Context: an optimization exercise on an open-source flow, tuned for small area, a short achievable clock period and few clock cycles. The choices shown serve that exercise and are no tape-out recipe.
Function not checked in this run: the RTL went through the layout flow alone.

**design.v**
```verilog
module CONVCOR(
    clk,
    rst_n,
    in_valid,
    in_a,
    in_b,
    in_mode,
    out_valid,
    out
);
input              clk;
input              rst_n;
input              in_valid;
input      [15:0]  in_a;
input      [15:0]  in_b;
input              in_mode;
output reg         out_valid;
output reg [35:0]  out;
reg [15:0] ra0, ra1, ra2, rb0, rb1, rb2;
reg [1:0]  icnt;     
reg        mode;     
reg        busy;     
reg [3:0]  st;       
wire       md = busy ? mode : in_mode;
reg  [1:0] ia, ib;
reg        sclr, svld, slast;
always @(*) begin
    ia = 2'd0; ib = 2'd0; sclr = 1'b0; svld = 1'b0; slast = 1'b0;
    if (!busy) begin
        sclr = 1'b1; svld = ~in_mode;
    end else if (mode) begin
        if (st != 4'd1) begin svld = 1'b1; slast = 1'b1; end
    end else begin
        case (st)
            4'd1: begin ia = 2'd3; ib = 2'd0; sclr = 1'b1; end                
            4'd2: begin ia = 2'd3; ib = 2'd2; svld = 1'b1; end                
            4'd3: begin ia = 2'd1; ib = 2'd3; sclr = 1'b1; end                
            4'd4: begin ia = 2'd1; ib = 2'd1; end                             
            4'd5: begin ia = 2'd1; ib = 2'd2; svld = 1'b1; end                
            4'd6: begin ia = 2'd2; ib = 2'd3; sclr = 1'b1; end                
            4'd7: begin ia = 2'd2; ib = 2'd1; svld = 1'b1; end                
            default: begin ia = 2'd1; ib = 2'd1; sclr = 1'b1; svld = 1'b1; slast = 1'b1; end  
        endcase
    end
end
reg [15:0] sa, sb;
always @(*) begin
    case (ia)
        2'd0: sa = in_a;
        2'd1: sa = ra0;
        2'd2: sa = ra1;
        default: sa = ra2;
    endcase
    case (ib)
        2'd0: sb = in_b;
        2'd1: sb = rb0;
        2'd2: sb = rb1;
        default: sb = rb2;
    endcase
end
wire [8:0] ebr = {sb[15:8], 1'b0};
wire [8:0] ebi = {sb[7:0], 1'b0};
wire [3:0] br_n_d, br_o_d, br_t_d, bi_n_d, bi_o_d, bi_t_d;
genvar gk;
generate
    for (gk = 0; gk < 4; gk = gk + 1) begin : benc
        assign br_n_d[gk] = ebr[2*gk+2];
        assign br_o_d[gk] = ebr[2*gk+1] ^ ebr[2*gk];
        assign br_t_d[gk] = (ebr[2*gk+2] & ~ebr[2*gk+1] & ~ebr[2*gk]) | (~ebr[2*gk+2] & ebr[2*gk+1] & ebr[2*gk]);
        assign bi_n_d[gk] = ebi[2*gk+2] ^ md;
        assign bi_o_d[gk] = ebi[2*gk+1] ^ ebi[2*gk];
        assign bi_t_d[gk] = (ebi[2*gk+2] & ~ebi[2*gk+1] & ~ebi[2*gk]) | (~ebi[2*gk+2] & ebi[2*gk+1] & ebi[2*gk]);
    end
endgenerate
reg [7:0] xr, xi;
reg [3:0] br_n, br_o, br_t, bi_n, bi_o, bi_t;
reg       clr1, vld1;
wire step = busy | (in_valid & (icnt == 2'd0));
always @(posedge clk) begin
    if (!rst_n) begin
        icnt <= 2'd0;
        busy <= 1'b0;
        vld1 <= 1'b0;
        out_valid <= 1'b0;
    end else begin
        if (in_valid)
            icnt <= (icnt == 2'd2) ? 2'd0 : icnt + 2'd1;
        if (step) begin
            st <= busy ? st + 4'd1 : 4'd1;
            busy <= ~slast;
        end
        vld1 <= step & svld;
        out_valid <= vld1;
    end
end
always @(posedge clk) begin
    if (in_valid & (icnt == 2'd0))
        mode <= in_mode;
    ra0 <= ra1; ra1 <= ra2; ra2 <= in_valid ? in_a : ra0;
    rb0 <= rb1; rb1 <= rb2; rb2 <= in_valid ? in_b : rb0;
    xr <= sa[15:8];
    xi <= sa[7:0];
    br_n <= br_n_d; br_o <= br_o_d; br_t <= br_t_d;
    bi_n <= bi_n_d; bi_o <= bi_o_d; bi_t <= bi_t_d;
    clr1 <= sclr;
end
wire [17:0] acc_re = clr1 ? 18'd0 : out[35:18];
wire [17:0] acc_im = clr1 ? 18'd0 : out[17:0];
wire [7:0] nre, nim;
generate
    for (gk = 0; gk < 4; gk = gk + 1) begin : nrow
        assign nre[2*gk]   = br_n[gk] ^ ~bi_n[gk];
        assign nre[2*gk+1] = br_n[gk] & ~bi_n[gk];
        assign nim[2*gk]   = bi_n[gk] ^ br_n[gk];
        assign nim[2*gk+1] = bi_n[gk] & br_n[gk];
    end
endgenerate
wire [8:0] sre_xr_br_r0 = (br_o[0] ? {xr[7], xr} : br_t[0] ? {xr, 1'b0} : 9'd0) ^ {9{br_n[0]}};
wire [8:0] sre_xr_br_r1 = (br_o[1] ? {xr[7], xr} : br_t[1] ? {xr, 1'b0} : 9'd0) ^ {9{br_n[1]}};
wire [8:0] sre_xr_br_r2 = (br_o[2] ? {xr[7], xr} : br_t[2] ? {xr, 1'b0} : 9'd0) ^ {9{br_n[2]}};
wire [8:0] sre_xr_br_r3 = (br_o[3] ? {xr[7], xr} : br_t[3] ? {xr, 1'b0} : 9'd0) ^ {9{br_n[3]}};
wire [8:0] sre_xi_bi_r0 = (bi_o[0] ? {xi[7], xi} : bi_t[0] ? {xi, 1'b0} : 9'd0) ^ {9{~bi_n[0]}};
wire [8:0] sre_xi_bi_r1 = (bi_o[1] ? {xi[7], xi} : bi_t[1] ? {xi, 1'b0} : 9'd0) ^ {9{~bi_n[1]}};
wire [8:0] sre_xi_bi_r2 = (bi_o[2] ? {xi[7], xi} : bi_t[2] ? {xi, 1'b0} : 9'd0) ^ {9{~bi_n[2]}};
wire [8:0] sre_xi_bi_r3 = (bi_o[3] ? {xi[7], xi} : bi_t[3] ? {xi, 1'b0} : 9'd0) ^ {9{~bi_n[3]}};
wire sre_w1 = sre_xr_br_r0[6] ^ sre_xr_br_r1[4];
wire sre_w2 = sre_xr_br_r0[6] & sre_xr_br_r1[4];
wire sre_w3 = sre_xr_br_r0[7] ^ sre_xr_br_r1[5] ^ sre_xr_br_r2[3];
wire sre_w4 = (sre_xr_br_r0[7] & sre_xr_br_r1[5]) | (sre_xr_br_r0[7] & sre_xr_br_r2[3]) | (sre_xr_br_r1[5] & sre_xr_br_r2[3]);
wire sre_w5 = ~sre_xr_br_r0[8] ^ sre_xr_br_r1[6];
wire sre_w6 = ~sre_xr_br_r0[8] & sre_xr_br_r1[6];
wire sre_w7 = sre_xr_br_r0[4] ^ sre_xr_br_r1[2] ^ sre_xr_br_r2[0];
wire sre_w8 = (sre_xr_br_r0[4] & sre_xr_br_r1[2]) | (sre_xr_br_r0[4] & sre_xr_br_r2[0]) | (sre_xr_br_r1[2] & sre_xr_br_r2[0]);
wire sre_w9 = sre_xr_br_r0[5] ^ sre_xr_br_r1[3] ^ sre_xr_br_r2[1];
wire sre_w10 = (sre_xr_br_r0[5] & sre_xr_br_r1[3]) | (sre_xr_br_r0[5] & sre_xr_br_r2[1]) | (sre_xr_br_r1[3] & sre_xr_br_r2[1]);
wire sre_w11 = sre_xi_bi_r0[5] ^ sre_xi_bi_r1[3];
wire sre_w12 = sre_xi_bi_r0[5] & sre_xi_bi_r1[3];
wire sre_w13 = sre_w1 ^ sre_xr_br_r2[2] ^ sre_xr_br_r3[0];
wire sre_w14 = (sre_w1 & sre_xr_br_r2[2]) | (sre_w1 & sre_xr_br_r3[0]) | (sre_xr_br_r2[2] & sre_xr_br_r3[0]);
wire sre_w15 = sre_xi_bi_r0[6] ^ sre_xi_bi_r1[4] ^ sre_xi_bi_r2[2];
wire sre_w16 = (sre_xi_bi_r0[6] & sre_xi_bi_r1[4]) | (sre_xi_bi_r0[6] & sre_xi_bi_r2[2]) | (sre_xi_bi_r1[4] & sre_xi_bi_r2[2]);
wire sre_w17 = sre_xi_bi_r3[0] ^ nre[6];
wire sre_w18 = sre_xi_bi_r3[0] & nre[6];
wire sre_w19 = sre_w2 ^ sre_w3 ^ sre_xr_br_r3[1];
wire sre_w20 = (sre_w2 & sre_w3) | (sre_w2 & sre_xr_br_r3[1]) | (sre_w3 & sre_xr_br_r3[1]);
wire sre_w21 = sre_xi_bi_r0[7] ^ sre_xi_bi_r1[5] ^ sre_xi_bi_r2[3];
wire sre_w22 = (sre_xi_bi_r0[7] & sre_xi_bi_r1[5]) | (sre_xi_bi_r0[7] & sre_xi_bi_r2[3]) | (sre_xi_bi_r1[5] & sre_xi_bi_r2[3]);
wire sre_w23 = sre_xi_bi_r3[1] ^ nre[7] ^ acc_re[7];
wire sre_w24 = (sre_xi_bi_r3[1] & nre[7]) | (sre_xi_bi_r3[1] & acc_re[7]) | (nre[7] & acc_re[7]);
wire sre_w25 = sre_w4 ^ sre_w5 ^ sre_xr_br_r2[4];
wire sre_w26 = (sre_w4 & sre_w5) | (sre_w4 & sre_xr_br_r2[4]) | (sre_w5 & sre_xr_br_r2[4]);
wire sre_w27 = sre_xr_br_r3[2] ^ ~sre_xi_bi_r0[8] ^ sre_xi_bi_r1[6];
wire sre_w28 = (sre_xr_br_r3[2] & ~sre_xi_bi_r0[8]) | (sre_xr_br_r3[2] & sre_xi_bi_r1[6]) | (~sre_xi_bi_r0[8] & sre_xi_bi_r1[6]);
wire sre_w29 = sre_xi_bi_r2[4] ^ sre_xi_bi_r3[2] ^ acc_re[8];
wire sre_w30 = (sre_xi_bi_r2[4] & sre_xi_bi_r3[2]) | (sre_xi_bi_r2[4] & acc_re[8]) | (sre_xi_bi_r3[2] & acc_re[8]);
wire sre_w31 = sre_w6 ^ sre_xr_br_r1[7] ^ sre_xr_br_r2[5];
wire sre_w32 = (sre_w6 & sre_xr_br_r1[7]) | (sre_w6 & sre_xr_br_r2[5]) | (sre_xr_br_r1[7] & sre_xr_br_r2[5]);
wire sre_w33 = sre_xr_br_r3[3] ^ sre_xi_bi_r1[7] ^ sre_xi_bi_r2[5];
wire sre_w34 = (sre_xr_br_r3[3] & sre_xi_bi_r1[7]) | (sre_xr_br_r3[3] & sre_xi_bi_r2[5]) | (sre_xi_bi_r1[7] & sre_xi_bi_r2[5]);
wire sre_w35 = sre_xi_bi_r3[3] ^ acc_re[9] ^ 1'b1;
wire sre_w36 = (sre_xi_bi_r3[3] & acc_re[9]) | (sre_xi_bi_r3[3] & 1'b1) | (acc_re[9] & 1'b1);
wire sre_w37 = ~sre_xr_br_r1[8] ^ sre_xr_br_r2[6] ^ sre_xr_br_r3[4];
wire sre_w38 = (~sre_xr_br_r1[8] & sre_xr_br_r2[6]) | (~sre_xr_br_r1[8] & sre_xr_br_r3[4]) | (sre_xr_br_r2[6] & sre_xr_br_r3[4]);
wire sre_w39 = ~sre_xi_bi_r1[8] ^ sre_xi_bi_r2[6] ^ sre_xi_bi_r3[4];
wire sre_w40 = (~sre_xi_bi_r1[8] & sre_xi_bi_r2[6]) | (~sre_xi_bi_r1[8] & sre_xi_bi_r3[4]) | (sre_xi_bi_r2[6] & sre_xi_bi_r3[4]);
wire sre_w41 = acc_re[10] ^ 1'b1;
wire sre_w42 = acc_re[10] & 1'b1;
wire sre_w43 = sre_xr_br_r2[7] ^ sre_xr_br_r3[5] ^ sre_xi_bi_r2[7];
wire sre_w44 = (sre_xr_br_r2[7] & sre_xr_br_r3[5]) | (sre_xr_br_r2[7] & sre_xi_bi_r2[7]) | (sre_xr_br_r3[5] & sre_xi_bi_r2[7]);
wire sre_w45 = ~sre_xr_br_r2[8] ^ sre_xr_br_r3[6];
wire sre_w46 = ~sre_xr_br_r2[8] & sre_xr_br_r3[6];
wire sre_w47 = sre_xr_br_r0[2] ^ sre_xr_br_r1[0] ^ sre_xi_bi_r0[2];
wire sre_w48 = (sre_xr_br_r0[2] & sre_xr_br_r1[0]) | (sre_xr_br_r0[2] & sre_xi_bi_r0[2]) | (sre_xr_br_r1[0] & sre_xi_bi_r0[2]);
wire sre_w49 = sre_xr_br_r0[3] ^ sre_xr_br_r1[1] ^ sre_xi_bi_r0[3];
wire sre_w50 = (sre_xr_br_r0[3] & sre_xr_br_r1[1]) | (sre_xr_br_r0[3] & sre_xi_bi_r0[3]) | (sre_xr_br_r1[1] & sre_xi_bi_r0[3]);
wire sre_w51 = sre_xi_bi_r1[1] ^ nre[3];
wire sre_w52 = sre_xi_bi_r1[1] & nre[3];
wire sre_w53 = sre_w7 ^ sre_xi_bi_r0[4] ^ sre_xi_bi_r1[2];
wire sre_w54 = (sre_w7 & sre_xi_bi_r0[4]) | (sre_w7 & sre_xi_bi_r1[2]) | (sre_xi_bi_r0[4] & sre_xi_bi_r1[2]);
wire sre_w55 = sre_xi_bi_r2[0] ^ nre[4] ^ acc_re[4];
wire sre_w56 = (sre_xi_bi_r2[0] & nre[4]) | (sre_xi_bi_r2[0] & acc_re[4]) | (nre[4] & acc_re[4]);
wire sre_w57 = sre_w8 ^ sre_w9 ^ sre_w11;
wire sre_w58 = (sre_w8 & sre_w9) | (sre_w8 & sre_w11) | (sre_w9 & sre_w11);
wire sre_w59 = sre_xi_bi_r2[1] ^ nre[5] ^ acc_re[5];
wire sre_w60 = (sre_xi_bi_r2[1] & nre[5]) | (sre_xi_bi_r2[1] & acc_re[5]) | (nre[5] & acc_re[5]);
wire sre_w61 = sre_w10 ^ sre_w12 ^ sre_w13;
wire sre_w62 = (sre_w10 & sre_w12) | (sre_w10 & sre_w13) | (sre_w12 & sre_w13);
wire sre_w63 = sre_w15 ^ sre_w17 ^ acc_re[6];
wire sre_w64 = (sre_w15 & sre_w17) | (sre_w15 & acc_re[6]) | (sre_w17 & acc_re[6]);
wire sre_w65 = sre_w14 ^ sre_w16 ^ sre_w18;
wire sre_w66 = (sre_w14 & sre_w16) | (sre_w14 & sre_w18) | (sre_w16 & sre_w18);
wire sre_w67 = sre_w19 ^ sre_w21 ^ sre_w23;
wire sre_w68 = (sre_w19 & sre_w21) | (sre_w19 & sre_w23) | (sre_w21 & sre_w23);
wire sre_w69 = sre_w20 ^ sre_w22 ^ sre_w24;
wire sre_w70 = (sre_w20 & sre_w22) | (sre_w20 & sre_w24) | (sre_w22 & sre_w24);
wire sre_w71 = sre_w25 ^ sre_w27 ^ sre_w29;
wire sre_w72 = (sre_w25 & sre_w27) | (sre_w25 & sre_w29) | (sre_w27 & sre_w29);
wire sre_w73 = sre_w26 ^ sre_w28 ^ sre_w30;
wire sre_w74 = (sre_w26 & sre_w28) | (sre_w26 & sre_w30) | (sre_w28 & sre_w30);
wire sre_w75 = sre_w31 ^ sre_w33 ^ sre_w35;
wire sre_w76 = (sre_w31 & sre_w33) | (sre_w31 & sre_w35) | (sre_w33 & sre_w35);
wire sre_w77 = sre_w32 ^ sre_w34 ^ sre_w36;
wire sre_w78 = (sre_w32 & sre_w34) | (sre_w32 & sre_w36) | (sre_w34 & sre_w36);
wire sre_w79 = sre_w37 ^ sre_w39 ^ sre_w41;
wire sre_w80 = (sre_w37 & sre_w39) | (sre_w37 & sre_w41) | (sre_w39 & sre_w41);
wire sre_w81 = sre_w38 ^ sre_w40 ^ sre_w42;
wire sre_w82 = (sre_w38 & sre_w40) | (sre_w38 & sre_w42) | (sre_w40 & sre_w42);
wire sre_w83 = sre_w43 ^ sre_xi_bi_r3[5] ^ acc_re[11];
wire sre_w84 = (sre_w43 & sre_xi_bi_r3[5]) | (sre_w43 & acc_re[11]) | (sre_xi_bi_r3[5] & acc_re[11]);
wire sre_w85 = sre_w44 ^ sre_w45 ^ ~sre_xi_bi_r2[8];
wire sre_w86 = (sre_w44 & sre_w45) | (sre_w44 & ~sre_xi_bi_r2[8]) | (sre_w45 & ~sre_xi_bi_r2[8]);
wire sre_w87 = sre_xi_bi_r3[6] ^ acc_re[12] ^ 1'b1;
wire sre_w88 = (sre_xi_bi_r3[6] & acc_re[12]) | (sre_xi_bi_r3[6] & 1'b1) | (acc_re[12] & 1'b1);
wire sre_w89 = sre_w46 ^ sre_xr_br_r3[7] ^ sre_xi_bi_r3[7];
wire sre_w90 = (sre_w46 & sre_xr_br_r3[7]) | (sre_w46 & sre_xi_bi_r3[7]) | (sre_xr_br_r3[7] & sre_xi_bi_r3[7]);
wire sre_w91 = ~sre_xr_br_r3[8] ^ ~sre_xi_bi_r3[8];
wire sre_w92 = ~sre_xr_br_r3[8] & ~sre_xi_bi_r3[8];
wire sre_w93 = sre_xr_br_r0[0] ^ sre_xi_bi_r0[0];
wire sre_w94 = sre_xr_br_r0[0] & sre_xi_bi_r0[0];
wire sre_w95 = sre_xr_br_r0[1] ^ sre_xi_bi_r0[1] ^ nre[1];
wire sre_w96 = (sre_xr_br_r0[1] & sre_xi_bi_r0[1]) | (sre_xr_br_r0[1] & nre[1]) | (sre_xi_bi_r0[1] & nre[1]);
wire sre_w97 = sre_w47 ^ sre_xi_bi_r1[0] ^ nre[2];
wire sre_w98 = (sre_w47 & sre_xi_bi_r1[0]) | (sre_w47 & nre[2]) | (sre_xi_bi_r1[0] & nre[2]);
wire sre_w99 = sre_w48 ^ sre_w49 ^ sre_w51;
wire sre_w100 = (sre_w48 & sre_w49) | (sre_w48 & sre_w51) | (sre_w49 & sre_w51);
wire sre_w101 = sre_w50 ^ sre_w52 ^ sre_w53;
wire sre_w102 = (sre_w50 & sre_w52) | (sre_w50 & sre_w53) | (sre_w52 & sre_w53);
wire sre_w103 = sre_w54 ^ sre_w56 ^ sre_w57;
wire sre_w104 = (sre_w54 & sre_w56) | (sre_w54 & sre_w57) | (sre_w56 & sre_w57);
wire sre_w105 = sre_w58 ^ sre_w60 ^ sre_w61;
wire sre_w106 = (sre_w58 & sre_w60) | (sre_w58 & sre_w61) | (sre_w60 & sre_w61);
wire sre_w107 = sre_w62 ^ sre_w64 ^ sre_w65;
wire sre_w108 = (sre_w62 & sre_w64) | (sre_w62 & sre_w65) | (sre_w64 & sre_w65);
wire sre_w109 = sre_w66 ^ sre_w68 ^ sre_w69;
wire sre_w110 = (sre_w66 & sre_w68) | (sre_w66 & sre_w69) | (sre_w68 & sre_w69);
wire sre_w111 = sre_w70 ^ sre_w72 ^ sre_w73;
wire sre_w112 = (sre_w70 & sre_w72) | (sre_w70 & sre_w73) | (sre_w72 & sre_w73);
wire sre_w113 = sre_w74 ^ sre_w76 ^ sre_w77;
wire sre_w114 = (sre_w74 & sre_w76) | (sre_w74 & sre_w77) | (sre_w76 & sre_w77);
wire sre_w115 = sre_w78 ^ sre_w80 ^ sre_w81;
wire sre_w116 = (sre_w78 & sre_w80) | (sre_w78 & sre_w81) | (sre_w80 & sre_w81);
wire sre_w117 = sre_w82 ^ sre_w84 ^ sre_w85;
wire sre_w118 = (sre_w82 & sre_w84) | (sre_w82 & sre_w85) | (sre_w84 & sre_w85);
wire sre_w119 = sre_w86 ^ sre_w88 ^ sre_w89;
wire sre_w120 = (sre_w86 & sre_w88) | (sre_w86 & sre_w89) | (sre_w88 & sre_w89);
wire sre_w121 = sre_w90 ^ sre_w91 ^ acc_re[14];
wire sre_w122 = (sre_w90 & sre_w91) | (sre_w90 & acc_re[14]) | (sre_w91 & acc_re[14]);
wire sre_w123 = sre_w93 ^ nre[0];
wire sre_w124 = sre_w93 & nre[0];
wire sre_w125 = sre_w94 ^ sre_w95 ^ acc_re[1];
wire sre_w126 = (sre_w94 & sre_w95) | (sre_w94 & acc_re[1]) | (sre_w95 & acc_re[1]);
wire sre_w127 = sre_w96 ^ sre_w97 ^ acc_re[2];
wire sre_w128 = (sre_w96 & sre_w97) | (sre_w96 & acc_re[2]) | (sre_w97 & acc_re[2]);
wire sre_w129 = sre_w98 ^ sre_w99 ^ acc_re[3];
wire sre_w130 = (sre_w98 & sre_w99) | (sre_w98 & acc_re[3]) | (sre_w99 & acc_re[3]);
wire sre_w131 = sre_w100 ^ sre_w101 ^ sre_w55;
wire sre_w132 = (sre_w100 & sre_w101) | (sre_w100 & sre_w55) | (sre_w101 & sre_w55);
wire sre_w133 = sre_w102 ^ sre_w103 ^ sre_w59;
wire sre_w134 = (sre_w102 & sre_w103) | (sre_w102 & sre_w59) | (sre_w103 & sre_w59);
wire sre_w135 = sre_w104 ^ sre_w105 ^ sre_w63;
wire sre_w136 = (sre_w104 & sre_w105) | (sre_w104 & sre_w63) | (sre_w105 & sre_w63);
wire sre_w137 = sre_w106 ^ sre_w107 ^ sre_w67;
wire sre_w138 = (sre_w106 & sre_w107) | (sre_w106 & sre_w67) | (sre_w107 & sre_w67);
wire sre_w139 = sre_w108 ^ sre_w109 ^ sre_w71;
wire sre_w140 = (sre_w108 & sre_w109) | (sre_w108 & sre_w71) | (sre_w109 & sre_w71);
wire sre_w141 = sre_w110 ^ sre_w111 ^ sre_w75;
wire sre_w142 = (sre_w110 & sre_w111) | (sre_w110 & sre_w75) | (sre_w111 & sre_w75);
wire sre_w143 = sre_w112 ^ sre_w113 ^ sre_w79;
wire sre_w144 = (sre_w112 & sre_w113) | (sre_w112 & sre_w79) | (sre_w113 & sre_w79);
wire sre_w145 = sre_w114 ^ sre_w115 ^ sre_w83;
wire sre_w146 = (sre_w114 & sre_w115) | (sre_w114 & sre_w83) | (sre_w115 & sre_w83);
wire sre_w147 = sre_w116 ^ sre_w117 ^ sre_w87;
wire sre_w148 = (sre_w116 & sre_w117) | (sre_w116 & sre_w87) | (sre_w117 & sre_w87);
wire sre_w149 = sre_w118 ^ sre_w119 ^ acc_re[13];
wire sre_w150 = (sre_w118 & sre_w119) | (sre_w118 & acc_re[13]) | (sre_w119 & acc_re[13]);
wire sre_w151 = sre_w120 ^ sre_w121 ^ 1'b1;
wire sre_w152 = (sre_w120 & sre_w121) | (sre_w120 & 1'b1) | (sre_w121 & 1'b1);
wire sre_w153 = sre_w122 ^ sre_w92 ^ acc_re[15];
wire sre_w154 = (sre_w122 & sre_w92) | (sre_w122 & acc_re[15]) | (sre_w92 & acc_re[15]);
wire sre_w155 = acc_re[16] ^ 1'b1;
wire sre_w156 = acc_re[16] & 1'b1;
wire sre_w157 = acc_re[17] ^ 1'b1;
wire sre_w158 = acc_re[17] & 1'b1;
wire [17:0] sre_s = {sre_w156, sre_w154, sre_w152, sre_w150, sre_w148, sre_w146, sre_w144, sre_w142, sre_w140, sre_w138, sre_w136, sre_w134, sre_w132, sre_w130, sre_w128, sre_w126, sre_w124, sre_w123};
wire [17:0] sre_c = {sre_w157, sre_w155, sre_w153, sre_w151, sre_w149, sre_w147, sre_w145, sre_w143, sre_w141, sre_w139, sre_w137, sre_w135, sre_w133, sre_w131, sre_w129, sre_w127, sre_w125, acc_re[0]};
wire [8:0] sim_xr_bi_r0 = (bi_o[0] ? {xr[7], xr} : bi_t[0] ? {xr, 1'b0} : 9'd0) ^ {9{bi_n[0]}};
wire [8:0] sim_xr_bi_r1 = (bi_o[1] ? {xr[7], xr} : bi_t[1] ? {xr, 1'b0} : 9'd0) ^ {9{bi_n[1]}};
wire [8:0] sim_xr_bi_r2 = (bi_o[2] ? {xr[7], xr} : bi_t[2] ? {xr, 1'b0} : 9'd0) ^ {9{bi_n[2]}};
wire [8:0] sim_xr_bi_r3 = (bi_o[3] ? {xr[7], xr} : bi_t[3] ? {xr, 1'b0} : 9'd0) ^ {9{bi_n[3]}};
wire [8:0] sim_xi_br_r0 = (br_o[0] ? {xi[7], xi} : br_t[0] ? {xi, 1'b0} : 9'd0) ^ {9{br_n[0]}};
wire [8:0] sim_xi_br_r1 = (br_o[1] ? {xi[7], xi} : br_t[1] ? {xi, 1'b0} : 9'd0) ^ {9{br_n[1]}};
wire [8:0] sim_xi_br_r2 = (br_o[2] ? {xi[7], xi} : br_t[2] ? {xi, 1'b0} : 9'd0) ^ {9{br_n[2]}};
wire [8:0] sim_xi_br_r3 = (br_o[3] ? {xi[7], xi} : br_t[3] ? {xi, 1'b0} : 9'd0) ^ {9{br_n[3]}};
wire sim_w1 = sim_xr_bi_r0[6] ^ sim_xr_bi_r1[4];
wire sim_w2 = sim_xr_bi_r0[6] & sim_xr_bi_r1[4];
wire sim_w3 = sim_xr_bi_r0[7] ^ sim_xr_bi_r1[5] ^ sim_xr_bi_r2[3];
wire sim_w4 = (sim_xr_bi_r0[7] & sim_xr_bi_r1[5]) | (sim_xr_bi_r0[7] & sim_xr_bi_r2[3]) | (sim_xr_bi_r1[5] & sim_xr_bi_r2[3]);
wire sim_w5 = ~sim_xr_bi_r0[8] ^ sim_xr_bi_r1[6];
wire sim_w6 = ~sim_xr_bi_r0[8] & sim_xr_bi_r1[6];
wire sim_w7 = sim_xr_bi_r0[4] ^ sim_xr_bi_r1[2] ^ sim_xr_bi_r2[0];
wire sim_w8 = (sim_xr_bi_r0[4] & sim_xr_bi_r1[2]) | (sim_xr_bi_r0[4] & sim_xr_bi_r2[0]) | (sim_xr_bi_r1[2] & sim_xr_bi_r2[0]);
wire sim_w9 = sim_xr_bi_r0[5] ^ sim_xr_bi_r1[3] ^ sim_xr_bi_r2[1];
wire sim_w10 = (sim_xr_bi_r0[5] & sim_xr_bi_r1[3]) | (sim_xr_bi_r0[5] & sim_xr_bi_r2[1]) | (sim_xr_bi_r1[3] & sim_xr_bi_r2[1]);
wire sim_w11 = sim_xi_br_r0[5] ^ sim_xi_br_r1[3];
wire sim_w12 = sim_xi_br_r0[5] & sim_xi_br_r1[3];
wire sim_w13 = sim_w1 ^ sim_xr_bi_r2[2] ^ sim_xr_bi_r3[0];
wire sim_w14 = (sim_w1 & sim_xr_bi_r2[2]) | (sim_w1 & sim_xr_bi_r3[0]) | (sim_xr_bi_r2[2] & sim_xr_bi_r3[0]);
wire sim_w15 = sim_xi_br_r0[6] ^ sim_xi_br_r1[4] ^ sim_xi_br_r2[2];
wire sim_w16 = (sim_xi_br_r0[6] & sim_xi_br_r1[4]) | (sim_xi_br_r0[6] & sim_xi_br_r2[2]) | (sim_xi_br_r1[4] & sim_xi_br_r2[2]);
wire sim_w17 = sim_xi_br_r3[0] ^ nim[6];
wire sim_w18 = sim_xi_br_r3[0] & nim[6];
wire sim_w19 = sim_w2 ^ sim_w3 ^ sim_xr_bi_r3[1];
wire sim_w20 = (sim_w2 & sim_w3) | (sim_w2 & sim_xr_bi_r3[1]) | (sim_w3 & sim_xr_bi_r3[1]);
wire sim_w21 = sim_xi_br_r0[7] ^ sim_xi_br_r1[5] ^ sim_xi_br_r2[3];
wire sim_w22 = (sim_xi_br_r0[7] & sim_xi_br_r1[5]) | (sim_xi_br_r0[7] & sim_xi_br_r2[3]) | (sim_xi_br_r1[5] & sim_xi_br_r2[3]);
wire sim_w23 = sim_xi_br_r3[1] ^ nim[7] ^ acc_im[7];
wire sim_w24 = (sim_xi_br_r3[1] & nim[7]) | (sim_xi_br_r3[1] & acc_im[7]) | (nim[7] & acc_im[7]);
wire sim_w25 = sim_w4 ^ sim_w5 ^ sim_xr_bi_r2[4];
wire sim_w26 = (sim_w4 & sim_w5) | (sim_w4 & sim_xr_bi_r2[4]) | (sim_w5 & sim_xr_bi_r2[4]);
wire sim_w27 = sim_xr_bi_r3[2] ^ ~sim_xi_br_r0[8] ^ sim_xi_br_r1[6];
wire sim_w28 = (sim_xr_bi_r3[2] & ~sim_xi_br_r0[8]) | (sim_xr_bi_r3[2] & sim_xi_br_r1[6]) | (~sim_xi_br_r0[8] & sim_xi_br_r1[6]);
wire sim_w29 = sim_xi_br_r2[4] ^ sim_xi_br_r3[2] ^ acc_im[8];
wire sim_w30 = (sim_xi_br_r2[4] & sim_xi_br_r3[2]) | (sim_xi_br_r2[4] & acc_im[8]) | (sim_xi_br_r3[2] & acc_im[8]);
wire sim_w31 = sim_w6 ^ sim_xr_bi_r1[7] ^ sim_xr_bi_r2[5];
wire sim_w32 = (sim_w6 & sim_xr_bi_r1[7]) | (sim_w6 & sim_xr_bi_r2[5]) | (sim_xr_bi_r1[7] & sim_xr_bi_r2[5]);
wire sim_w33 = sim_xr_bi_r3[3] ^ sim_xi_br_r1[7] ^ sim_xi_br_r2[5];
wire sim_w34 = (sim_xr_bi_r3[3] & sim_xi_br_r1[7]) | (sim_xr_bi_r3[3] & sim_xi_br_r2[5]) | (sim_xi_br_r1[7] & sim_xi_br_r2[5]);
wire sim_w35 = sim_xi_br_r3[3] ^ acc_im[9] ^ 1'b1;
wire sim_w36 = (sim_xi_br_r3[3] & acc_im[9]) | (sim_xi_br_r3[3] & 1'b1) | (acc_im[9] & 1'b1);
wire sim_w37 = ~sim_xr_bi_r1[8] ^ sim_xr_bi_r2[6] ^ sim_xr_bi_r3[4];
wire sim_w38 = (~sim_xr_bi_r1[8] & sim_xr_bi_r2[6]) | (~sim_xr_bi_r1[8] & sim_xr_bi_r3[4]) | (sim_xr_bi_r2[6] & sim_xr_bi_r3[4]);
wire sim_w39 = ~sim_xi_br_r1[8] ^ sim_xi_br_r2[6] ^ sim_xi_br_r3[4];
wire sim_w40 = (~sim_xi_br_r1[8] & sim_xi_br_r2[6]) | (~sim_xi_br_r1[8] & sim_xi_br_r3[4]) | (sim_xi_br_r2[6] & sim_xi_br_r3[4]);
wire sim_w41 = acc_im[10] ^ 1'b1;
wire sim_w42 = acc_im[10] & 1'b1;
wire sim_w43 = sim_xr_bi_r2[7] ^ sim_xr_bi_r3[5] ^ sim_xi_br_r2[7];
wire sim_w44 = (sim_xr_bi_r2[7] & sim_xr_bi_r3[5]) | (sim_xr_bi_r2[7] & sim_xi_br_r2[7]) | (sim_xr_bi_r3[5] & sim_xi_br_r2[7]);
wire sim_w45 = ~sim_xr_bi_r2[8] ^ sim_xr_bi_r3[6];
wire sim_w46 = ~sim_xr_bi_r2[8] & sim_xr_bi_r3[6];
wire sim_w47 = sim_xr_bi_r0[2] ^ sim_xr_bi_r1[0] ^ sim_xi_br_r0[2];
wire sim_w48 = (sim_xr_bi_r0[2] & sim_xr_bi_r1[0]) | (sim_xr_bi_r0[2] & sim_xi_br_r0[2]) | (sim_xr_bi_r1[0] & sim_xi_br_r0[2]);
wire sim_w49 = sim_xr_bi_r0[3] ^ sim_xr_bi_r1[1] ^ sim_xi_br_r0[3];
wire sim_w50 = (sim_xr_bi_r0[3] & sim_xr_bi_r1[1]) | (sim_xr_bi_r0[3] & sim_xi_br_r0[3]) | (sim_xr_bi_r1[1] & sim_xi_br_r0[3]);
wire sim_w51 = sim_xi_br_r1[1] ^ nim[3];
wire sim_w52 = sim_xi_br_r1[1] & nim[3];
wire sim_w53 = sim_w7 ^ sim_xi_br_r0[4] ^ sim_xi_br_r1[2];
wire sim_w54 = (sim_w7 & sim_xi_br_r0[4]) | (sim_w7 & sim_xi_br_r1[2]) | (sim_xi_br_r0[4] & sim_xi_br_r1[2]);
wire sim_w55 = sim_xi_br_r2[0] ^ nim[4] ^ acc_im[4];
wire sim_w56 = (sim_xi_br_r2[0] & nim[4]) | (sim_xi_br_r2[0] & acc_im[4]) | (nim[4] & acc_im[4]);
wire sim_w57 = sim_w8 ^ sim_w9 ^ sim_w11;
wire sim_w58 = (sim_w8 & sim_w9) | (sim_w8 & sim_w11) | (sim_w9 & sim_w11);
wire sim_w59 = sim_xi_br_r2[1] ^ nim[5] ^ acc_im[5];
wire sim_w60 = (sim_xi_br_r2[1] & nim[5]) | (sim_xi_br_r2[1] & acc_im[5]) | (nim[5] & acc_im[5]);
wire sim_w61 = sim_w10 ^ sim_w12 ^ sim_w13;
wire sim_w62 = (sim_w10 & sim_w12) | (sim_w10 & sim_w13) | (sim_w12 & sim_w13);
wire sim_w63 = sim_w15 ^ sim_w17 ^ acc_im[6];
wire sim_w64 = (sim_w15 & sim_w17) | (sim_w15 & acc_im[6]) | (sim_w17 & acc_im[6]);
wire sim_w65 = sim_w14 ^ sim_w16 ^ sim_w18;
wire sim_w66 = (sim_w14 & sim_w16) | (sim_w14 & sim_w18) | (sim_w16 & sim_w18);
wire sim_w67 = sim_w19 ^ sim_w21 ^ sim_w23;
wire sim_w68 = (sim_w19 & sim_w21) | (sim_w19 & sim_w23) | (sim_w21 & sim_w23);
wire sim_w69 = sim_w20 ^ sim_w22 ^ sim_w24;
wire sim_w70 = (sim_w20 & sim_w22) | (sim_w20 & sim_w24) | (sim_w22 & sim_w24);
wire sim_w71 = sim_w25 ^ sim_w27 ^ sim_w29;
wire sim_w72 = (sim_w25 & sim_w27) | (sim_w25 & sim_w29) | (sim_w27 & sim_w29);
wire sim_w73 = sim_w26 ^ sim_w28 ^ sim_w30;
wire sim_w74 = (sim_w26 & sim_w28) | (sim_w26 & sim_w30) | (sim_w28 & sim_w30);
wire sim_w75 = sim_w31 ^ sim_w33 ^ sim_w35;
wire sim_w76 = (sim_w31 & sim_w33) | (sim_w31 & sim_w35) | (sim_w33 & sim_w35);
wire sim_w77 = sim_w32 ^ sim_w34 ^ sim_w36;
wire sim_w78 = (sim_w32 & sim_w34) | (sim_w32 & sim_w36) | (sim_w34 & sim_w36);
wire sim_w79 = sim_w37 ^ sim_w39 ^ sim_w41;
wire sim_w80 = (sim_w37 & sim_w39) | (sim_w37 & sim_w41) | (sim_w39 & sim_w41);
wire sim_w81 = sim_w38 ^ sim_w40 ^ sim_w42;
wire sim_w82 = (sim_w38 & sim_w40) | (sim_w38 & sim_w42) | (sim_w40 & sim_w42);
wire sim_w83 = sim_w43 ^ sim_xi_br_r3[5] ^ acc_im[11];
wire sim_w84 = (sim_w43 & sim_xi_br_r3[5]) | (sim_w43 & acc_im[11]) | (sim_xi_br_r3[5] & acc_im[11]);
wire sim_w85 = sim_w44 ^ sim_w45 ^ ~sim_xi_br_r2[8];
wire sim_w86 = (sim_w44 & sim_w45) | (sim_w44 & ~sim_xi_br_r2[8]) | (sim_w45 & ~sim_xi_br_r2[8]);
wire sim_w87 = sim_xi_br_r3[6] ^ acc_im[12] ^ 1'b1;
wire sim_w88 = (sim_xi_br_r3[6] & acc_im[12]) | (sim_xi_br_r3[6] & 1'b1) | (acc_im[12] & 1'b1);
wire sim_w89 = sim_w46 ^ sim_xr_bi_r3[7] ^ sim_xi_br_r3[7];
wire sim_w90 = (sim_w46 & sim_xr_bi_r3[7]) | (sim_w46 & sim_xi_br_r3[7]) | (sim_xr_bi_r3[7] & sim_xi_br_r3[7]);
wire sim_w91 = ~sim_xr_bi_r3[8] ^ ~sim_xi_br_r3[8];
wire sim_w92 = ~sim_xr_bi_r3[8] & ~sim_xi_br_r3[8];
wire sim_w93 = sim_xr_bi_r0[0] ^ sim_xi_br_r0[0];
wire sim_w94 = sim_xr_bi_r0[0] & sim_xi_br_r0[0];
wire sim_w95 = sim_xr_bi_r0[1] ^ sim_xi_br_r0[1] ^ nim[1];
wire sim_w96 = (sim_xr_bi_r0[1] & sim_xi_br_r0[1]) | (sim_xr_bi_r0[1] & nim[1]) | (sim_xi_br_r0[1] & nim[1]);
wire sim_w97 = sim_w47 ^ sim_xi_br_r1[0] ^ nim[2];
wire sim_w98 = (sim_w47 & sim_xi_br_r1[0]) | (sim_w47 & nim[2]) | (sim_xi_br_r1[0] & nim[2]);
wire sim_w99 = sim_w48 ^ sim_w49 ^ sim_w51;
wire sim_w100 = (sim_w48 & sim_w49) | (sim_w48 & sim_w51) | (sim_w49 & sim_w51);
wire sim_w101 = sim_w50 ^ sim_w52 ^ sim_w53;
wire sim_w102 = (sim_w50 & sim_w52) | (sim_w50 & sim_w53) | (sim_w52 & sim_w53);
wire sim_w103 = sim_w54 ^ sim_w56 ^ sim_w57;
wire sim_w104 = (sim_w54 & sim_w56) | (sim_w54 & sim_w57) | (sim_w56 & sim_w57);
wire sim_w105 = sim_w58 ^ sim_w60 ^ sim_w61;
wire sim_w106 = (sim_w58 & sim_w60) | (sim_w58 & sim_w61) | (sim_w60 & sim_w61);
wire sim_w107 = sim_w62 ^ sim_w64 ^ sim_w65;
wire sim_w108 = (sim_w62 & sim_w64) | (sim_w62 & sim_w65) | (sim_w64 & sim_w65);
wire sim_w109 = sim_w66 ^ sim_w68 ^ sim_w69;
wire sim_w110 = (sim_w66 & sim_w68) | (sim_w66 & sim_w69) | (sim_w68 & sim_w69);
wire sim_w111 = sim_w70 ^ sim_w72 ^ sim_w73;
wire sim_w112 = (sim_w70 & sim_w72) | (sim_w70 & sim_w73) | (sim_w72 & sim_w73);
wire sim_w113 = sim_w74 ^ sim_w76 ^ sim_w77;
wire sim_w114 = (sim_w74 & sim_w76) | (sim_w74 & sim_w77) | (sim_w76 & sim_w77);
wire sim_w115 = sim_w78 ^ sim_w80 ^ sim_w81;
wire sim_w116 = (sim_w78 & sim_w80) | (sim_w78 & sim_w81) | (sim_w80 & sim_w81);
wire sim_w117 = sim_w82 ^ sim_w84 ^ sim_w85;
wire sim_w118 = (sim_w82 & sim_w84) | (sim_w82 & sim_w85) | (sim_w84 & sim_w85);
wire sim_w119 = sim_w86 ^ sim_w88 ^ sim_w89;
wire sim_w120 = (sim_w86 & sim_w88) | (sim_w86 & sim_w89) | (sim_w88 & sim_w89);
wire sim_w121 = sim_w90 ^ sim_w91 ^ acc_im[14];
wire sim_w122 = (sim_w90 & sim_w91) | (sim_w90 & acc_im[14]) | (sim_w91 & acc_im[14]);
wire sim_w123 = sim_w93 ^ nim[0];
wire sim_w124 = sim_w93 & nim[0];
wire sim_w125 = sim_w94 ^ sim_w95 ^ acc_im[1];
wire sim_w126 = (sim_w94 & sim_w95) | (sim_w94 & acc_im[1]) | (sim_w95 & acc_im[1]);
wire sim_w127 = sim_w96 ^ sim_w97 ^ acc_im[2];
wire sim_w128 = (sim_w96 & sim_w97) | (sim_w96 & acc_im[2]) | (sim_w97 & acc_im[2]);
wire sim_w129 = sim_w98 ^ sim_w99 ^ acc_im[3];
wire sim_w130 = (sim_w98 & sim_w99) | (sim_w98 & acc_im[3]) | (sim_w99 & acc_im[3]);
wire sim_w131 = sim_w100 ^ sim_w101 ^ sim_w55;
wire sim_w132 = (sim_w100 & sim_w101) | (sim_w100 & sim_w55) | (sim_w101 & sim_w55);
wire sim_w133 = sim_w102 ^ sim_w103 ^ sim_w59;
wire sim_w134 = (sim_w102 & sim_w103) | (sim_w102 & sim_w59) | (sim_w103 & sim_w59);
wire sim_w135 = sim_w104 ^ sim_w105 ^ sim_w63;
wire sim_w136 = (sim_w104 & sim_w105) | (sim_w104 & sim_w63) | (sim_w105 & sim_w63);
wire sim_w137 = sim_w106 ^ sim_w107 ^ sim_w67;
wire sim_w138 = (sim_w106 & sim_w107) | (sim_w106 & sim_w67) | (sim_w107 & sim_w67);
wire sim_w139 = sim_w108 ^ sim_w109 ^ sim_w71;
wire sim_w140 = (sim_w108 & sim_w109) | (sim_w108 & sim_w71) | (sim_w109 & sim_w71);
wire sim_w141 = sim_w110 ^ sim_w111 ^ sim_w75;
wire sim_w142 = (sim_w110 & sim_w111) | (sim_w110 & sim_w75) | (sim_w111 & sim_w75);
wire sim_w143 = sim_w112 ^ sim_w113 ^ sim_w79;
wire sim_w144 = (sim_w112 & sim_w113) | (sim_w112 & sim_w79) | (sim_w113 & sim_w79);
wire sim_w145 = sim_w114 ^ sim_w115 ^ sim_w83;
wire sim_w146 = (sim_w114 & sim_w115) | (sim_w114 & sim_w83) | (sim_w115 & sim_w83);
wire sim_w147 = sim_w116 ^ sim_w117 ^ sim_w87;
wire sim_w148 = (sim_w116 & sim_w117) | (sim_w116 & sim_w87) | (sim_w117 & sim_w87);
wire sim_w149 = sim_w118 ^ sim_w119 ^ acc_im[13];
wire sim_w150 = (sim_w118 & sim_w119) | (sim_w118 & acc_im[13]) | (sim_w119 & acc_im[13]);
wire sim_w151 = sim_w120 ^ sim_w121 ^ 1'b1;
wire sim_w152 = (sim_w120 & sim_w121) | (sim_w120 & 1'b1) | (sim_w121 & 1'b1);
wire sim_w153 = sim_w122 ^ sim_w92 ^ acc_im[15];
wire sim_w154 = (sim_w122 & sim_w92) | (sim_w122 & acc_im[15]) | (sim_w92 & acc_im[15]);
wire sim_w155 = acc_im[16] ^ 1'b1;
wire sim_w156 = acc_im[16] & 1'b1;
wire sim_w157 = acc_im[17] ^ 1'b1;
wire sim_w158 = acc_im[17] & 1'b1;
wire [17:0] sim_s = {sim_w156, sim_w154, sim_w152, sim_w150, sim_w148, sim_w146, sim_w144, sim_w142, sim_w140, sim_w138, sim_w136, sim_w134, sim_w132, sim_w130, sim_w128, sim_w126, sim_w124, sim_w123};
wire [17:0] sim_c = {sim_w157, sim_w155, sim_w153, sim_w151, sim_w149, sim_w147, sim_w145, sim_w143, sim_w141, sim_w139, sim_w137, sim_w135, sim_w133, sim_w131, sim_w129, sim_w127, sim_w125, acc_im[0]};
always @(posedge clk) begin
    out[35:18] <= sre_s + sre_c;
    out[17:0]  <= sim_s + sim_c;
end
endmodule
```
**flow/run.sh**
```bash
#!/bin/bash
# The standard layout (the standard.sh, with the standard synthesis
# unchanged), with two make variables changed:
#  - BUFFER_PORTS_ARGS: every input and output port still gets a buffer, but a
#    plain buffer cell instead of the delay buffer that buffer_ports picks.
# Each tool's output goes to the ORFS logs under orfs/ and to standard.log here.
set -euo pipefail
SETUP_MARGIN=${SETUP_MARGIN:-5.6}
PORT_BUF=${PORT_BUF:-sky130_fd_sc_hd__buf_2}
sed -e "s/SETUP_SLACK_MARGIN=[0-9.]*/SETUP_SLACK_MARGIN=${SETUP_MARGIN} BUFFER_PORTS_ARGS='-buffer_cell ${PORT_BUF}'/" standard.sh > standard_margin.sh
grep -q "SETUP_SLACK_MARGIN=${SETUP_MARGIN} " standard_margin.sh
bash standard_margin.sh > standard.log 2>&1
```
**standard.sh**
```bash
#!/bin/bash
# synth_recipe.tcl (not shown) runs the flow's synth.tcl, then flattens the netlist and writes it again
# the make line also repeats each setting of config.mk as NAME=value (left out here)
make -C /OpenROAD-flow-scripts/flow DESIGN_CONFIG=/design/flow/config.mk WORK_HOME=/design/flow/orfs CLKGATE_MAP_FILE= SYNTH_SCRIPT=/design/flow/synth_recipe.tcl "${@:-finish}"
```
**config.mk**
```make
export PLATFORM = sky130hd
export DESIGN_NAME = CONVCOR
export DESIGN_NICKNAME = CONVCOR
export VERILOG_FILES = /design/flow/design.v
export SDC_FILE = /design/flow/constraint.sdc
export NUM_CORES = 4
export LEC_CHECK = 0
export ABC_CLOCK_PERIOD_IN_PS = 3000
export CAP_MARGIN = 20
export CORE_MARGIN = 2
export CORE_UTILIZATION = 35
export CTS_CLUSTER_DIAMETER = 80
export CTS_CLUSTER_SIZE = 18
export PLACE_DENSITY = 0.55
export SETUP_SLACK_MARGIN = 5
export SLEW_MARGIN = 20
```
**constraint.sdc**
```tcl
create_clock -name core_clock -period 10.0 [get_ports {clk}]
set_input_delay 2.0000 -clock core_clock [delete_from_list [all_inputs] [get_ports {clk}]]
set_output_delay 2.0000 -clock core_clock [all_outputs]
set_load 0.01 [all_outputs]
```
==> results.txt <==
how the worst min path moves through the flow:
stage / to / slack [ns] / depth (start not counted)
after floorplan: rb1[0]$_DFF_P_ / 0.33 / 0
after global placement: rb1[9]$_DFF_P_ / 0.33 / 0
after detailed placement: rb0[9]$_DFF_P_ / 0.34 / 0
after CTS: rb1[5]$_DFF_P_ / 0.35 / 0
after global routing: rb1[3]$_DFF_P_ / 0.36 / 0
final: rb1[15]$_DFF_P_ / 0.35 / 0
area by class of cell:
cell class | instances | area share [%]
inverter | 206 | 4.66
multi-input combinational | 1014 | 56.7
timing repair buffer | 195 | 8.18
antenna | 1 | 0.0149
clock inverter | 12 | 1.10
clock buffer | 20 | 2.60
tap | 518 | 3.87
sequential | 183 | 22.9
critical path: stages, from the launching register on:
cell	delay [ns]
dfxtp_4	0.49
inv_2	0.19
xnor2_2	0.21
fa_1	0.57
fa_1	0.46
fa_1	0.54
inv_1	0.05
fa_1	0.45
ha_1	0.34
o21a_4	0.23
o21ai_4	0.25
o31ai_4	0.09
a41o_1	0.28
a211oi_2	0.22
o21bai_2	0.10
xnor2_1	0.12
flip-flops by register name (all words and copies together), names as in the netlist:
name,cells
rb1,16
vld1,1
rb0,16
br_t,4
out_valid,1
xi,8
mode,1
xr,8
ra0,16
bi_t,4
bi_o,4
out,36
rb2,16
ra2,16
st,4
br_n,4
br_o,4
icnt,2
busy,1
bi_n,4
ra1,16
clr1,1
synthesized netlist by cell type, types with 15 or more instances:
cell / instances
fa_1: 130
o22ai_1: 23
a21o_1: 15
xnor2_1: 141
nand2_1: 155
mux2_2: 32
nor2b_1: 27
a21oi_1: 44
nor2_1: 47
a22oi_1: 65
xor2_1: 46
nand2b_1: 31
dfxtp_1: 178
o21ai_0: 80
inv_1: 204
clkbuf_1: 84
ha_1: 70
metal layers:
layer	part of all wire [%]	wire [um]	vias to the layer above
met2	47	17600	301
li1	-	-	5068
met4	4.3	1630	0
met1	44	16700	5122
met5	0	0	-
met3	5.2	1960	75
what timing repair did:
item                       CTS  global route
setup buffers               88            21
pin swaps                   63            55
gates cloned                 1             0
setup endpoints to repair   25            21
resized for setup          148            69
metrics by stage:
step | area, um^2 | hold slack (ns)
floorplan | 14100 | 0.331
global placement | 14600 | 0.332
detailed placement | 14600 | 0.335
finish | 16800 | 0.351
CTS | 16300 | 0.353
global route | 16800 | 0.356
kinds of logic (layout without fill, tap and decap cells):
logic type / Yosys count / count (layout) / share of synthesized area (%)
AND/OR/NAND/NOR: 307 / 307 / 10.5
buffers and inverters: 305 / 433 / 8.50
AO/OA/AOI/OAI: 288 / 288 / 13.9
adder cells (fa/ha/maj): 200 / 200 / 25.4
XOR/XNOR: 187 / 187 / 12.0
flip-flops: 183 / 183 / 27.1
multiplexers: 32 / 32 / 2.63
other: 0 / 1 / 0
==> metrics.md <==
| Metric | Value |
|---|---|
| Flop2flop setup slack | `5.28 ns` |
| First-pass iteration count of the detailed router | `6` |
| Syn avg cell area | `9.11 um^2` |
| Largest net degree at the start of global routing | `37` |
| Pre-CTS WS | `4.50 ns` |
| Global-route wire length before repair | `59600 um` |
| Vias in the first global route | `10.8k` |
| Worst R2R End | `out[17]$_DFF_P_` |
| Post-synth top flop | `dfxtp_1` |
| IO buf count | `72` |
| Maximum clock path buffer count | `2` |
| Effective utilization at floorplan | `35.4%` |
| Mapped Area | `13700 um^2` |
| GR Overflow Total | `0` |
| Final count of hold timing violations | `0` |
| Most frequent cells in the layout | `inv_1 (182), nand2_1 (149), dfxtp_1 (146)` |
| Syn-to-layout area delta | `22.5%` |
| Residual DRC | `0` |
| Layout net count | `1853` |
| Period utilization | `47.2%` |
| Met3 usage | `3.87%` |
| Clk slew on worst S/H paths | `0.08 ns` |
| Outcome | `complete, no violations` |
| Post-DR wirelength/cell | `17.6 um` |
| CP startpoint | `bi_n[2]$_DFF_P_` |
| Worst clock skew | `0.0126 ns` |
| Initial antenna violation count | `1` |
| Minimum clock period after layout | `4.72 ns` |
| CTS Hold Buffers Added | `0` |
| Final setup viols | `0` |
| Multi-input gate area | `9510 um^2` |
| Layout cell share with drive strength beyond 1 | `27.2%` |
| Post-synth top area cell | `dfxtp_1` |
| Synth Register Bits | `183` |
| WS Path Type | `reg -> reg` |
| Hold crit path type | `reg -> reg` |
| F_max | `212 MHz` |
| Area of the core | `38600 um^2` |
| M2 GR Usage | `31.1%` |
| TritonCTS Buffers | `17` |
| Seq. cell area | `3830 um^2` |
| Worst reg2reg path depth | `15` |
| Worst EP arrival | `5.06 ns` |
| Cells after Synth | `1502` |
| Clock sinks | `183` |
| Synth top area share | `26.0%` |
| Fill cell count | `3674` |
| Cell variety after synth | `58` |
| CP Capture Type | `flop` |
| Post-route insts no fill | `2149` |
| Max-slew violations | `0` |
| Drt via density | `4.92` |
| Sequential area share after synthesis | `27.1%` |
| Share of flip-flops with an asynchronous set or reset | `0%` |
| Syn Nets | `1738` |
| RR Startpoint | `bi_n[2]$_DFF_P_` |
| Met1 Track Usage GR | `24.0%` |
| EDFF count, synth | `5` |
| Clock Latency Late Sink | `0.45 ns` |
| DR iter-0 viols | `913` |
| Final core occ | `43.4%` |
| Vias | `10.6k` |
| Setup_tns | `0 ns` |
| Die height | `202 um` |
| Least-Margin Pin Slew | `1.01 ns` |
| Die X | `202 um` |
| Commonest non-fill, non-tap cell in the layout | `inv_1` |
| Worst EP required | `10.34 ns` |
| Crit path capture | `out[17]$_DFF_P_` |
| Root Driver | `clkbuf_16` |
| Most Crowded Layer GR | `met2` |
| CTS tree | `done` |
| Max-cap violations | `0` |
| H-tree lvl count | `4` |
| Final ANT Viol Nets | `0` |
| Ranking of synthesized cells by area | `dfxtp_1 (26%), fa_1 (19%), xnor2_1 (9.0%), ha_1 (6.4%), inv_1 (5.6%)` |
| PnR worst setup slack | `5.28 ns` |
| Worst hold start | `rb2[15]$_DFF_P_` |
| GRT Util Overall | `18.9%` |
| Final WL | `37800 um` |
| I/O pin count | `73` |
| Hpwl dp | `25800 um` |
| Die ar. | `40700 um^2` |
| RSZ-0062 raised after global routing | `yes` |
| Global placer's final weighted congestion | `0.875` |
| Dpl cells | `2006` |
| Rows | `72` |
| Crit path launch type | `flop` |
| Slew HR | `32.4%` |
| Critical Path Fanout Max | `11` |
| Synthesis warning total | `1` |

[what the ideal ports hide]
The results above use ideal ports. As a check the final layout listed here was re-extracted and re-timed, cells and wires unchanged.
Step 1: set_driving_cell puts a clkbuf_16 on clk and a buf_2 on each other input, an assumption about the parent block.
Step 2 adds t to the input delays and takes it off the output delays; t is the mean of the earliest and latest rising clock arrival at the registers after step 1. Input paths then give back, and output paths get back, about the clock's delay inside the block.
a / b / c = ideal / step 1 / step 2; a / b = the first two.
t (ns): 0.504
slack for setup (ns): 5.283 / 5.283 / 5.283
worst slew at a driven data input, ns: 0.03
After both steps this run still meets setup and hold. For this run, drivers alone change the setup slack by 0.000 ns; drivers and shift together by 0.000 ns.
